Background: an optimization exercise with open tools, aiming at small area and a short achievable clock period. Do not read the settings as production practice. RTL that was checked went through simulation tests only; none was proved equivalent to the original. Function not checked in run 2: the RTL went through the layout flow alone. Power and IR drop assume default switching activity.

## flow/design.v (module list and top-level ports; edited modules follow where they fit)
// module DCIM: 1847 lines
module DCIM (
    input clk,
    input rst_n,
    input in_valid,
    input [127:0] in_data1,
    input [127:0] in_data2,
    input [127:0] in_data3,
    input [127:0] in_data4,
    output reg out_valid,
    output reg [12:0] O1,
    output reg [12:0] O2,
    output reg [12:0] O3,
    output reg [12:0] O4
);
  // ...
==> flow/flow/run.sh <==
#!/bin/bash
# Standard ORFS layout with two changes:
#  - SYNTH_ARGS=-noabc: skip the abc -fast inside Yosys's generic synth, so the
#    full adders written in the RTL reach extract_fa in their plain polarity
#    (no inverters around every full adder); the final liberty abc still runs.
#  - port buffers use buf_1.
set -euo pipefail
bash standard.sh SYNTH_ARGS=-noabc "BUFFER_PORTS_ARGS=-buffer_cell sky130_fd_sc_hd__buf_1" finish > flow_make.log 2>&1
==> flow/standard.sh <==
#!/bin/bash
# synth_recipe.tcl (not shown) runs the flow's synth.tcl, then flattens the netlist and writes it again
# the make line also repeats each setting of config.mk as NAME=value (left out here)
make -C /OpenROAD-flow-scripts/flow DESIGN_CONFIG=/design/flow/config.mk WORK_HOME=/design/flow/orfs CLKGATE_MAP_FILE= SYNTH_SCRIPT=/design/flow/synth_recipe.tcl "${@:-finish}"
==> flow/config.mk <==
export PLATFORM = sky130hd
export DESIGN_NAME = DCIM
export DESIGN_NICKNAME = DCIM
export VERILOG_FILES = /design/flow/design.v
export SDC_FILE = /design/flow/constraint.sdc
export NUM_CORES = 4
export LEC_CHECK = 0
export CAP_MARGIN = 20
export CORE_MARGIN = 2
export CORE_UTILIZATION = 60
export CTS_CLUSTER_DIAMETER = 80
export CTS_CLUSTER_SIZE = 30
export GPL_TIMING_DRIVEN = 0
export PLACE_DENSITY = 0.8
export SETUP_SLACK_MARGIN = 0.8
export SLEW_MARGIN = 20
==> flow/constraint.sdc <==
create_clock -name core_clock -period 2.4 [get_ports {clk}]
set_input_delay 0.4800 -clock core_clock [delete_from_list [all_inputs] [get_ports {clk}]]
set_output_delay 0.4800 -clock core_clock [all_outputs]
set_load 0.01 [all_outputs]
==> flow_summary_export.csv, run 1 <==
group,metric,value,unit
run_status,status,"complete, no violations",
timing,slew-limit-headroom,63.4,%
worst_setup_path,critPathMaxStageDelay,0.44,ns
place,post-place-ws,0.202,ns
detailed_routing,routedWlPerCell,18.4,um
detailed_routing,met1Wirelength,20.4,mm
floorplanning,ioPinCount,568,
global_routing,grt_use_met1,27.8,%
logic_synthesis,yosys.area_share.simple,4.02,%
worst_setup_path,reg2reg_from,"as2[2]",
worst_hold_path,hold_start,"in_data4[124]",
global_routing,grt.total_usage,22.7,%
logic_synthesis,synth_cells,1642,
flow_run,maxCapViolations,0,
place,place_area,0.0317,mm^2
logic_synthesis,syn_area_per_cell,17.2,um^2
logic_synthesis,synth_fa_ha_area_share,39.0,%
logic_synthesis,syn-num-nets,2737,
worst_setup_path,cp_num_buf_inv,1,
finish,num_antenna_cells,4,
finish,finalNonFillerCells,2887,
timing,worst_pin_slew,0.549,ns
logic_synthesis,synth-xor-area-share,2.46,%
detailed_routing,drc_errors,0,
cts,cts.clk_slew.worst_paths,0.10,ns
pwr,pg_clk,5.99,mW
finish,nFillCells,3026,
global_routing,grt_max_degree,49,
pwr,power,40.0,mW
global_routing,use_met3,3.60,%
timing,holdWs,0.222,ns
logic_synthesis,ys_seq_area_share,51.6,%
finish,nets,3354,
worst_setup_path,rr_endpoint,"P2[6]",
==> inputs of run 2 (changes only) <==
--- a/flow/design.v
+++ b/flow/design.v
@@ -265,26 +265,26 @@
 wire c1_s110 = p1_r1[15] ^ c1_c106 ^ c1_c107;
 wire c1_c110 = (p1_r1[15] & c1_c106) | (c1_c107 & (p1_r1[15] ^ c1_c106));
 wire c1_s111 = p1_r1[16] ^ p1_r1[17] ^ p1_r1[18];
 wire c1_c111 = (p1_r1[16] & p1_r1[17]) | (p1_r1[18] & (p1_r1[16] ^ p1_r1[17]));
 wire c1_s112 = p1_r1[19] ^ p1_r1[20] ^ c1_c109;
 wire c1_c112 = (p1_r1[19] & p1_r1[20]) | (c1_c109 & (p1_r1[19] ^ p1_r1[20]));
 wire c1_s113 = p1_r1[21] ^ p1_r1[22] ^ p1_r1[23];
 wire c1_c113 = (p1_r1[21] & p1_r1[22]) | (p1_r1[23] & (p1_r1[21] ^ p1_r1[22]));
-reg [14:0] p1_r2;
-always @(posedge clk) p1_r2 <= {c1_c113, c1_c112, c1_s113, c1_c111, c1_s112, c1_c110, c1_s111, c1_s110, c1_c108, c1_s109, c1_s108, c1_s105, p1_r1[2], p1_r1[1], p1_r1[0]};
-wire c1_s114 = p1_r2[5] ^ p1_r2[6] ^ p1_r2[7];
-wire c1_c114 = (p1_r2[5] & p1_r2[6]) | (p1_r2[7] & (p1_r2[5] ^ p1_r2[6]));
-wire c1_s115 = p1_r2[8] ^ p1_r2[9] ^ p1_r2[10];
-wire c1_c115 = (p1_r2[8] & p1_r2[9]) | (p1_r2[10] & (p1_r2[8] ^ p1_r2[9]));
-wire c1_s116 = p1_r2[11] ^ p1_r2[12] ^ p1_r2[13];
-wire c1_c116 = (p1_r2[11] & p1_r2[12]) | (p1_r2[13] & (p1_r2[11] ^ p1_r2[12]));
+wire c1_s114 = c1_c111 ^ c1_s113 ^ c1_c112;
+wire c1_c114 = (c1_c111 & c1_s113) | (c1_c112 & (c1_c111 ^ c1_s113));
+reg [13:0] p1_r2;
+always @(posedge clk) p1_r2 <= {c1_c114, c1_c113, c1_s114, c1_s112, c1_c110, c1_s111, c1_s110, c1_c108, c1_s109, c1_s108, c1_s105, p1_r1[2], p1_r1[1], p1_r1[0]};
+wire c1_s115 = p1_r2[5] ^ p1_r2[6] ^ p1_r2[7];
+wire c1_c115 = (p1_r2[5] & p1_r2[6]) | (p1_r2[7] & (p1_r2[5] ^ p1_r2[6]));
+wire c1_s116 = p1_r2[8] ^ p1_r2[9] ^ p1_r2[10];
+wire c1_c116 = (p1_r2[8] & p1_r2[9]) | (p1_r2[10] & (p1_r2[8] ^ p1_r2[9]));
 reg [11:0] p1_r3;
-always @(posedge clk) p1_r3 <= {c1_c116, p1_r2[14], c1_s116, c1_c115, c1_s115, c1_c114, c1_s114, p1_r2[4], p1_r2[3], p1_r2[2], p1_r2[1], p1_r2[0]};
+always @(posedge clk) p1_r3 <= {p1_r2[13], p1_r2[12], c1_c116, p1_r2[11], c1_s116, c1_c115, c1_s115, p1_r2[4], p1_r2[3], p1_r2[2], p1_r2[1], p1_r2[0]};
 wire S1_w_g0 = p1_r3[0] & p1_r3[1];
 wire S1_w_p0 = p1_r3[0] ^ p1_r3[1];
 wire S1_w_g5 = p1_r3[6] & p1_r3[7];
 wire S1_w_p5 = p1_r3[6] ^ p1_r3[7];
 wire S1_w_g6 = p1_r3[8] & p1_r3[9];
 wire S1_w_p6 = p1_r3[8] ^ p1_r3[9];
 wire S1_w_g7 = p1_r3[10] & p1_r3[11];
 wire S1_w_p7 = p1_r3[10] ^ p1_r3[11];
@@ -716,26 +716,26 @@
 wire c2_s110 = p2_r1[15] ^ c2_c106 ^ c2_c107;
 wire c2_c110 = (p2_r1[15] & c2_c106) | (c2_c107 & (p2_r1[15] ^ c2_c106));
 wire c2_s111 = p2_r1[16] ^ p2_r1[17] ^ p2_r1[18];
 wire c2_c111 = (p2_r1[16] & p2_r1[17]) | (p2_r1[18] & (p2_r1[16] ^ p2_r1[17]));
 wire c2_s112 = p2_r1[19] ^ p2_r1[20] ^ c2_c109;
 wire c2_c112 = (p2_r1[19] & p2_r1[20]) | (c2_c109 & (p2_r1[19] ^ p2_r1[20]));
 wire c2_s113 = p2_r1[21] ^ p2_r1[22] ^ p2_r1[23];
 wire c2_c113 = (p2_r1[21] & p2_r1[22]) | (p2_r1[23] & (p2_r1[21] ^ p2_r1[22]));
-reg [14:0] p2_r2;
-always @(posedge clk) p2_r2 <= {c2_c113, c2_c112, c2_s113, c2_c111, c2_s112, c2_c110, c2_s111, c2_s110, c2_c108, c2_s109, c2_s108, c2_s105, p2_r1[2], p2_r1[1], p2_r1[0]};
-wire c2_s114 = p2_r2[5] ^ p2_r2[6] ^ p2_r2[7];
-wire c2_c114 = (p2_r2[5] & p2_r2[6]) | (p2_r2[7] & (p2_r2[5] ^ p2_r2[6]));
-wire c2_s115 = p2_r2[8] ^ p2_r2[9] ^ p2_r2[10];
-wire c2_c115 = (p2_r2[8] & p2_r2[9]) | (p2_r2[10] & (p2_r2[8] ^ p2_r2[9]));
-wire c2_s116 = p2_r2[11] ^ p2_r2[12] ^ p2_r2[13];
-wire c2_c116 = (p2_r2[11] & p2_r2[12]) | (p2_r2[13] & (p2_r2[11] ^ p2_r2[12]));
+wire c2_s114 = c2_c111 ^ c2_s113 ^ c2_c112;
+wire c2_c114 = (c2_c111 & c2_s113) | (c2_c112 & (c2_c111 ^ c2_s113));
+reg [13:0] p2_r2;
+always @(posedge clk) p2_r2 <= {c2_c114, c2_c113, c2_s114, c2_s112, c2_c110, c2_s111, c2_s110, c2_c108, c2_s109, c2_s108, c2_s105, p2_r1[2], p2_r1[1], p2_r1[0]};
+wire c2_s115 = p2_r2[5] ^ p2_r2[6] ^ p2_r2[7];
+wire c2_c115 = (p2_r2[5] & p2_r2[6]) | (p2_r2[7] & (p2_r2[5] ^ p2_r2[6]));
+wire c2_s116 = p2_r2[8] ^ p2_r2[9] ^ p2_r2[10];
+wire c2_c116 = (p2_r2[8] & p2_r2[9]) | (p2_r2[10] & (p2_r2[8] ^ p2_r2[9]));
 reg [11:0] p2_r3;
-always @(posedge clk) p2_r3 <= {c2_c116, p2_r2[14], c2_s116, c2_c115, c2_s115, c2_c114, c2_s114, p2_r2[4], p2_r2[3], p2_r2[2], p2_r2[1], p2_r2[0]};
+always @(posedge clk) p2_r3 <= {p2_r2[13], p2_r2[12], c2_c116, p2_r2[11], c2_s116, c2_c115, c2_s115, p2_r2[4], p2_r2[3], p2_r2[2], p2_r2[1], p2_r2[0]};
 wire S2_w_g0 = p2_r3[0] & p2_r3[1];
 wire S2_w_p0 = p2_r3[0] ^ p2_r3[1];
 wire S2_w_g5 = p2_r3[6] & p2_r3[7];
 wire S2_w_p5 = p2_r3[6] ^ p2_r3[7];
 wire S2_w_g6 = p2_r3[8] & p2_r3[9];
 wire S2_w_p6 = p2_r3[8] ^ p2_r3[9];
 wire S2_w_g7 = p2_r3[10] & p2_r3[11];
 wire S2_w_p7 = p2_r3[10] ^ p2_r3[11];
@@ -1167,26 +1167,26 @@
 wire c3_s110 = p3_r1[15] ^ c3_c106 ^ c3_c107;
 wire c3_c110 = (p3_r1[15] & c3_c106) | (c3_c107 & (p3_r1[15] ^ c3_c106));
 wire c3_s111 = p3_r1[16] ^ p3_r1[17] ^ p3_r1[18];
 wire c3_c111 = (p3_r1[16] & p3_r1[17]) | (p3_r1[18] & (p3_r1[16] ^ p3_r1[17]));
 wire c3_s112 = p3_r1[19] ^ p3_r1[20] ^ c3_c109;
 wire c3_c112 = (p3_r1[19] & p3_r1[20]) | (c3_c109 & (p3_r1[19] ^ p3_r1[20]));
 wire c3_s113 = p3_r1[21] ^ p3_r1[22] ^ p3_r1[23];
 wire c3_c113 = (p3_r1[21] & p3_r1[22]) | (p3_r1[23] & (p3_r1[21] ^ p3_r1[22]));
-reg [14:0] p3_r2;
-always @(posedge clk) p3_r2 <= {c3_c113, c3_c112, c3_s113, c3_c111, c3_s112, c3_c110, c3_s111, c3_s110, c3_c108, c3_s109, c3_s108, c3_s105, p3_r1[2], p3_r1[1], p3_r1[0]};
-wire c3_s114 = p3_r2[5] ^ p3_r2[6] ^ p3_r2[7];
-wire c3_c114 = (p3_r2[5] & p3_r2[6]) | (p3_r2[7] & (p3_r2[5] ^ p3_r2[6]));
-wire c3_s115 = p3_r2[8] ^ p3_r2[9] ^ p3_r2[10];
-wire c3_c115 = (p3_r2[8] & p3_r2[9]) | (p3_r2[10] & (p3_r2[8] ^ p3_r2[9]));
-wire c3_s116 = p3_r2[11] ^ p3_r2[12] ^ p3_r2[13];
-wire c3_c116 = (p3_r2[11] & p3_r2[12]) | (p3_r2[13] & (p3_r2[11] ^ p3_r2[12]));
+wire c3_s114 = c3_c111 ^ c3_s113 ^ c3_c112;
+wire c3_c114 = (c3_c111 & c3_s113) | (c3_c112 & (c3_c111 ^ c3_s113));
+reg [13:0] p3_r2;
+always @(posedge clk) p3_r2 <= {c3_c114, c3_c113, c3_s114, c3_s112, c3_c110, c3_s111, c3_s110, c3_c108, c3_s109, c3_s108, c3_s105, p3_r1[2], p3_r1[1], p3_r1[0]};
+wire c3_s115 = p3_r2[5] ^ p3_r2[6] ^ p3_r2[7];
+wire c3_c115 = (p3_r2[5] & p3_r2[6]) | (p3_r2[7] & (p3_r2[5] ^ p3_r2[6]));
+wire c3_s116 = p3_r2[8] ^ p3_r2[9] ^ p3_r2[10];
+wire c3_c116 = (p3_r2[8] & p3_r2[9]) | (p3_r2[10] & (p3_r2[8] ^ p3_r2[9]));
 reg [11:0] p3_r3;
-always @(posedge clk) p3_r3 <= {c3_c116, p3_r2[14], c3_s116, c3_c115, c3_s115, c3_c114, c3_s114, p3_r2[4], p3_r2[3], p3_r2[2], p3_r2[1], p3_r2[0]};
+always @(posedge clk) p3_r3 <= {p3_r2[13], p3_r2[12], c3_c116, p3_r2[11], c3_s116, c3_c115, c3_s115, p3_r2[4], p3_r2[3], p3_r2[2], p3_r2[1], p3_r2[0]};
 wire S3_w_g0 = p3_r3[0] & p3_r3[1];
 wire S3_w_p0 = p3_r3[0] ^ p3_r3[1];
 wire S3_w_g5 = p3_r3[6] & p3_r3[7];
 wire S3_w_p5 = p3_r3[6] ^ p3_r3[7];
 wire S3_w_g6 = p3_r3[8] & p3_r3[9];
 wire S3_w_p6 = p3_r3[8] ^ p3_r3[9];
 wire S3_w_g7 = p3_r3[10] & p3_r3[11];
 wire S3_w_p7 = p3_r3[10] ^ p3_r3[11];
@@ -1618,26 +1618,26 @@
 wire c4_s110 = p4_r1[15] ^ c4_c106 ^ c4_c107;
 wire c4_c110 = (p4_r1[15] & c4_c106) | (c4_c107 & (p4_r1[15] ^ c4_c106));
 wire c4_s111 = p4_r1[16] ^ p4_r1[17] ^ p4_r1[18];
 wire c4_c111 = (p4_r1[16] & p4_r1[17]) | (p4_r1[18] & (p4_r1[16] ^ p4_r1[17]));
 wire c4_s112 = p4_r1[19] ^ p4_r1[20] ^ c4_c109;
 wire c4_c112 = (p4_r1[19] & p4_r1[20]) | (c4_c109 & (p4_r1[19] ^ p4_r1[20]));
 wire c4_s113 = p4_r1[21] ^ p4_r1[22] ^ p4_r1[23];
 wire c4_c113 = (p4_r1[21] & p4_r1[22]) | (p4_r1[23] & (p4_r1[21] ^ p4_r1[22]));
-reg [14:0] p4_r2;
-always @(posedge clk) p4_r2 <= {c4_c113, c4_c112, c4_s113, c4_c111, c4_s112, c4_c110, c4_s111, c4_s110, c4_c108, c4_s109, c4_s108, c4_s105, p4_r1[2], p4_r1[1], p4_r1[0]};
-wire c4_s114 = p4_r2[5] ^ p4_r2[6] ^ p4_r2[7];
-wire c4_c114 = (p4_r2[5] & p4_r2[6]) | (p4_r2[7] & (p4_r2[5] ^ p4_r2[6]));
-wire c4_s115 = p4_r2[8] ^ p4_r2[9] ^ p4_r2[10];
-wire c4_c115 = (p4_r2[8] & p4_r2[9]) | (p4_r2[10] & (p4_r2[8] ^ p4_r2[9]));
-wire c4_s116 = p4_r2[11] ^ p4_r2[12] ^ p4_r2[13];
-wire c4_c116 = (p4_r2[11] & p4_r2[12]) | (p4_r2[13] & (p4_r2[11] ^ p4_r2[12]));
+wire c4_s114 = c4_c111 ^ c4_s113 ^ c4_c112;
+wire c4_c114 = (c4_c111 & c4_s113) | (c4_c112 & (c4_c111 ^ c4_s113));
+reg [13:0] p4_r2;
+always @(posedge clk) p4_r2 <= {c4_c114, c4_c113, c4_s114, c4_s112, c4_c110, c4_s111, c4_s110, c4_c108, c4_s109, c4_s108, c4_s105, p4_r1[2], p4_r1[1], p4_r1[0]};
+wire c4_s115 = p4_r2[5] ^ p4_r2[6] ^ p4_r2[7];
+wire c4_c115 = (p4_r2[5] & p4_r2[6]) | (p4_r2[7] & (p4_r2[5] ^ p4_r2[6]));
+wire c4_s116 = p4_r2[8] ^ p4_r2[9] ^ p4_r2[10];
+wire c4_c116 = (p4_r2[8] & p4_r2[9]) | (p4_r2[10] & (p4_r2[8] ^ p4_r2[9]));
 reg [11:0] p4_r3;
-always @(posedge clk) p4_r3 <= {c4_c116, p4_r2[14], c4_s116, c4_c115, c4_s115, c4_c114, c4_s114, p4_r2[4], p4_r2[3], p4_r2[2], p4_r2[1], p4_r2[0]};
+always @(posedge clk) p4_r3 <= {p4_r2[13], p4_r2[12], c4_c116, p4_r2[11], c4_s116, c4_c115, c4_s115, p4_r2[4], p4_r2[3], p4_r2[2], p4_r2[1], p4_r2[0]};
 wire S4_w_g0 = p4_r3[0] & p4_r3[1];
 wire S4_w_p0 = p4_r3[0] ^ p4_r3[1];
 wire S4_w_g5 = p4_r3[6] & p4_r3[7];
 wire S4_w_p5 = p4_r3[6] ^ p4_r3[7];
 wire S4_w_g6 = p4_r3[8] & p4_r3[9];
 wire S4_w_p6 = p4_r3[8] ^ p4_r3[9];
 wire S4_w_g7 = p4_r3[10] & p4_r3[11];
 wire S4_w_p7 = p4_r3[10] ^ p4_r3[11];
--- a/flow/config.mk
+++ b/flow/config.mk
@@ -6,11 +6,10 @@
 export NUM_CORES = 4
 export LEC_CHECK = 0
 export CAP_MARGIN = 20
 export CORE_MARGIN = 2
 export CORE_UTILIZATION = 60
 export CTS_CLUSTER_DIAMETER = 80
 export CTS_CLUSTER_SIZE = 30
 export GPL_TIMING_DRIVEN = 0
-export PLACE_DENSITY = 0.8
 export SETUP_SLACK_MARGIN = 0.8
 export SLEW_MARGIN = 20
==> run 2 against run 1 <==
Count of clock-buffer cells in the layout fell by 1; cell count fell by 0.17%; first-iteration DRC count shrank 12%; worst setup slack better by 0.0083 ns; register-to-register slack worse by 0.07 ns; sequential power barely moved; synthesized cell count did not move; routed wire length decreased by 8.7%; utilization is 0.55 points lower; fmax rose by 0.50%; clock skew shrank 0.0030 ns; die area fell by 0.27%.
==> flow_summary_export.csv, run 2 <==
group,metric,value,unit
run_status,status,"complete, no violations",
global_routing,antenna_found_initial,6,
timing,finClkSkew,0.0168,ns
worst_setup_path,worstPathRequired,2.85,ns
detailed_routing,top_layer_used,"met4",
global_routing,grt_pass1_vias,15500,
cts,cts_sinks,656,
floorplanning,die-area,0.0486,mm^2
logic_synthesis,yosysWarnings,1,
logic_synthesis,syn-cell-area,0.0281,mm^2
global_routing,grt.total_usage,20.4,%
timing,setup_ws,0.748,ns
floorplanning,initial_utilization,60.6,%
detailed_routing,met1Wirelength,19.3,mm
detailed_routing,wl_met2,26.5,mm
floorplanning,die_h,220,um
timing,finalSetupViolations,0,
timing,fmaxAchievable,0.605,GHz
logic_synthesis,yosys.area_share.simple,4.04,%
logic_synthesis,synthTopCellsByArea,"fa_1 35%, dfxtp_1 35%, edfxtp_1 10%, dfrtp_1 6.4%, ha_1 3.7%",
timing,drv_slew,0,
worst_setup_path,cp.arrival,2.10,ns
worst_setup_path,critPathCaptureType,"flip-flop",
place,place.gp.congestion,0.910,
finish,multi_input_area,0.0141,mm^2
finish,regArea,0.0145,mm^2
logic_synthesis,synth_edf_count,96,
cts,htree_num_levels,1,
timing,hold_viol,0,
detailed_routing,routed_wl,48.6,mm
logic_synthesis,synth_top_area_share,35.3,%
place,post-place-ws,0.0881,ns
detailed_routing,via_per_inst,4.81,
place,place_area,0.0316,mm^2
worst_setup_path,cp_max_fo,1,
flow_run,maxCapViolations,0,
logic_synthesis,syn_area_per_cell,17.1,um^2
logic_synthesis,ys_ff_latch,656,
logic_synthesis,synth_cells,1642,
logic_synthesis,synth_top_family_by_area,"adder cells",
logic_synthesis,synth_mux_area_share,0.730,%
finish,drive_above_1_share,15.8,%
worst_setup_path,crit_type,"flip-flop to flip-flop",
finish,final_cell_mix,"523 x buf_1, 481 x dfxtp_1, 272 x fa_1, 224 x fa_2, 121 x and2_1",
logic_synthesis,ys_async_sr_fraction,11.0,%
cts,cts.clk_slew.worst_paths,0.11,ns
timing,holdWs,0.220,ns
place,hpwl,41.6,mm
detailed_routing,routedWlPerCell,16.9,um
timing,min_period_over_period,68.9,%
finish,finalNonFillerCells,2882,
detailed_routing,drtPass1Iterations,4,
detailed_routing,drc_errors,0,
worst_setup_path,r2r_slack,0.75,ns
floorplanning,coreArea,0.0464,mm^2
timing,slew-limit-headroom,68.0,%
finish,nets,3350,
logic_synthesis,synth-xor-area-share,2.49,%
detailed_routing,initialDrtViolationCount,460,
cts,cts.path.max_buffers,3,
pwr,vdd_drop_max,0.891,mV
logic_synthesis,synth_common_cells,"496 x fa_1, 488 x dfxtp_1, 121 x and2_1",
detailed_routing,dr_wl_met3,1.87,mm
worst_setup_path,setup.worst_path.start_class,"flip-flop",
finish,nFillCells,3160,
detailed_routing,vias,13900,
floorplanning,ioPinCount,568,
detailed_routing,ant_nets,0,
logic_synthesis,synth-main-ff-cell,"dfxtp_1",
cts,clockRootBuffer,"clkbuf_16",
global_routing,grt_pass1_wl,75.8,mm
logic_synthesis,synth_fa_ha_area_share,39.1,%
place,port_buffers,567,
timing,worst_pin_slew,0.481,ns
pwr,power,38.7,mW
logic_synthesis,synthDistinctLibCells,31,
place,dp_cells,2819,
logic_synthesis,synth.most_common_cell,"fa_1",
logic_synthesis,synth_top_area_cell,"fa_1",
logic_synthesis,ys_seq_area_share,51.5,%
logic_synthesis,synth_compound_area_share,1.73,%
finish,final_cell_area,0.0328,mm^2
timing,rsz0062_at_grt,"yes",
floorplanning,row_count,79,
cts,cts_tree,"done",
timing,min_period,1.65,ns
pwr,powerDensity,1180,mW/mm^2
cts,clock_latency,0.59,ns
logic_synthesis,syn-num-nets,2737,
cts,cts_made_buffers,26,
global_routing,grt_max_degree,49,
floorplanning,fp.dieW,220,um
worst_hold_path,hp-class,"input port to flip-flop",
pwr,p_leak,12.7,nW
finish,area_delta_synth_final,16.6,%
finish,layout_commonest_cell,"buf_1",
global_routing,overflow,0,
run 2: path summary, 6_finish.rpt:
kind	cells after the start	endpoint	from
setup / recovery	3	p3_r2[11]	p3_r1[14]
hold / removal	2	p2_r0[0]	in_data2[124]
setup reg to reg	3	p3_r2[11]	p3_r1[14]
hold reg to reg	0	p1_r2[2]	p1_r1[2]
max in group asynchronous	4	v[5]	rst_n
min in group asynchronous	2	O3[12]	rst_n
run 2: critical path, cell delays in order, from the launching register on:
cell and delay (ns):
dfxtp_2 0.34, fa_2 0.38, fa_2 0.34, fa_1 0.47
run 2: stage by stage:
stage | util (%) | TNS [ns]
floorplan | - | 0
global placement | 68.1 | -129.10
detailed placement | 68.2 | 0
CTS | 70.3 | 0
global route | 70.6 | 0
finish | 70.6 | 0
run 2: final cells by class:
cell class,instances,area share [%]
Multi-Input combinational cell,951,43.2
Tap cell,607,2.32
Clock buffer,36,2.10
Timing Repair Buffer,585,7.52
Buffer,19,0.309
Inverter,16,0.183
Antenna cell,6,0.0458
Clock inverter,6,0.176
Sequential cell,656,44.2
run 2: logic make-up after synthesis:
logic type	count (synthesis)
AO/OA/AOI/OAI	79
XOR/XNOR	80
adder cells (fa/ha/maj)	580
buffers and inverters	35
flip-flops	656
multiplexers	20
AND/OR/NAND/NOR	192
run 2: routing by layer:
metal | global-route usage, % | up-vias
li1 | - | 6496
met1 | 26.0 | 7015
met4 | 6.29 | 0
met2 | 36.6 | 296
met5 | 0 | -
met3 | 2.56 | 48
run 2: where the power goes:
part / internal [mW] / switching [mW]
registers: 17.0 / 2.49
logic: 7.12 / 6.86
clock network: 2.07 / 3.15
run 2: repair_timing:
action / CTS / global route
hold endpoints to repair: 20 / 0
resized for setup: 53 / 55
hold buffers: 2 / 0
pin swaps: 8 / 7
setup buffers: 9 / 4
endpoints found under the setup margin: 71 / 62

-- what the ideal ports hide --
No port has a modelled driver above. Below, the same layouts with a new extraction and two added sets of constraints. Step 1: set_driving_cell puts a clkbuf_16 on clk and a buf_2 on each other input, an assumption about the parent block. Step 2 moves the port delays by t, midway between the first and last clock arrival at a register: inputs arrive t later, outputs are due t later. That takes back most of the time a late clock gives input paths. a / b / c = ideal ports / drivers / drivers and shift; a / b = the first two.
| run | t (ns) | setup slack, ns | worst setup path after step 2 |
|---|---|---|---|
| run 1 | 0.641 | 0.739 / 0.679 / 0.188 | input to register |
| run 2 | 0.639 | 0.748 / 0.732 / 0.176 | input to register |
After both steps setup and hold are still met in every run listed. The setup slack of run 2, which loses most, moves by -0.016 ns with the drivers and by -0.572 ns with both steps.
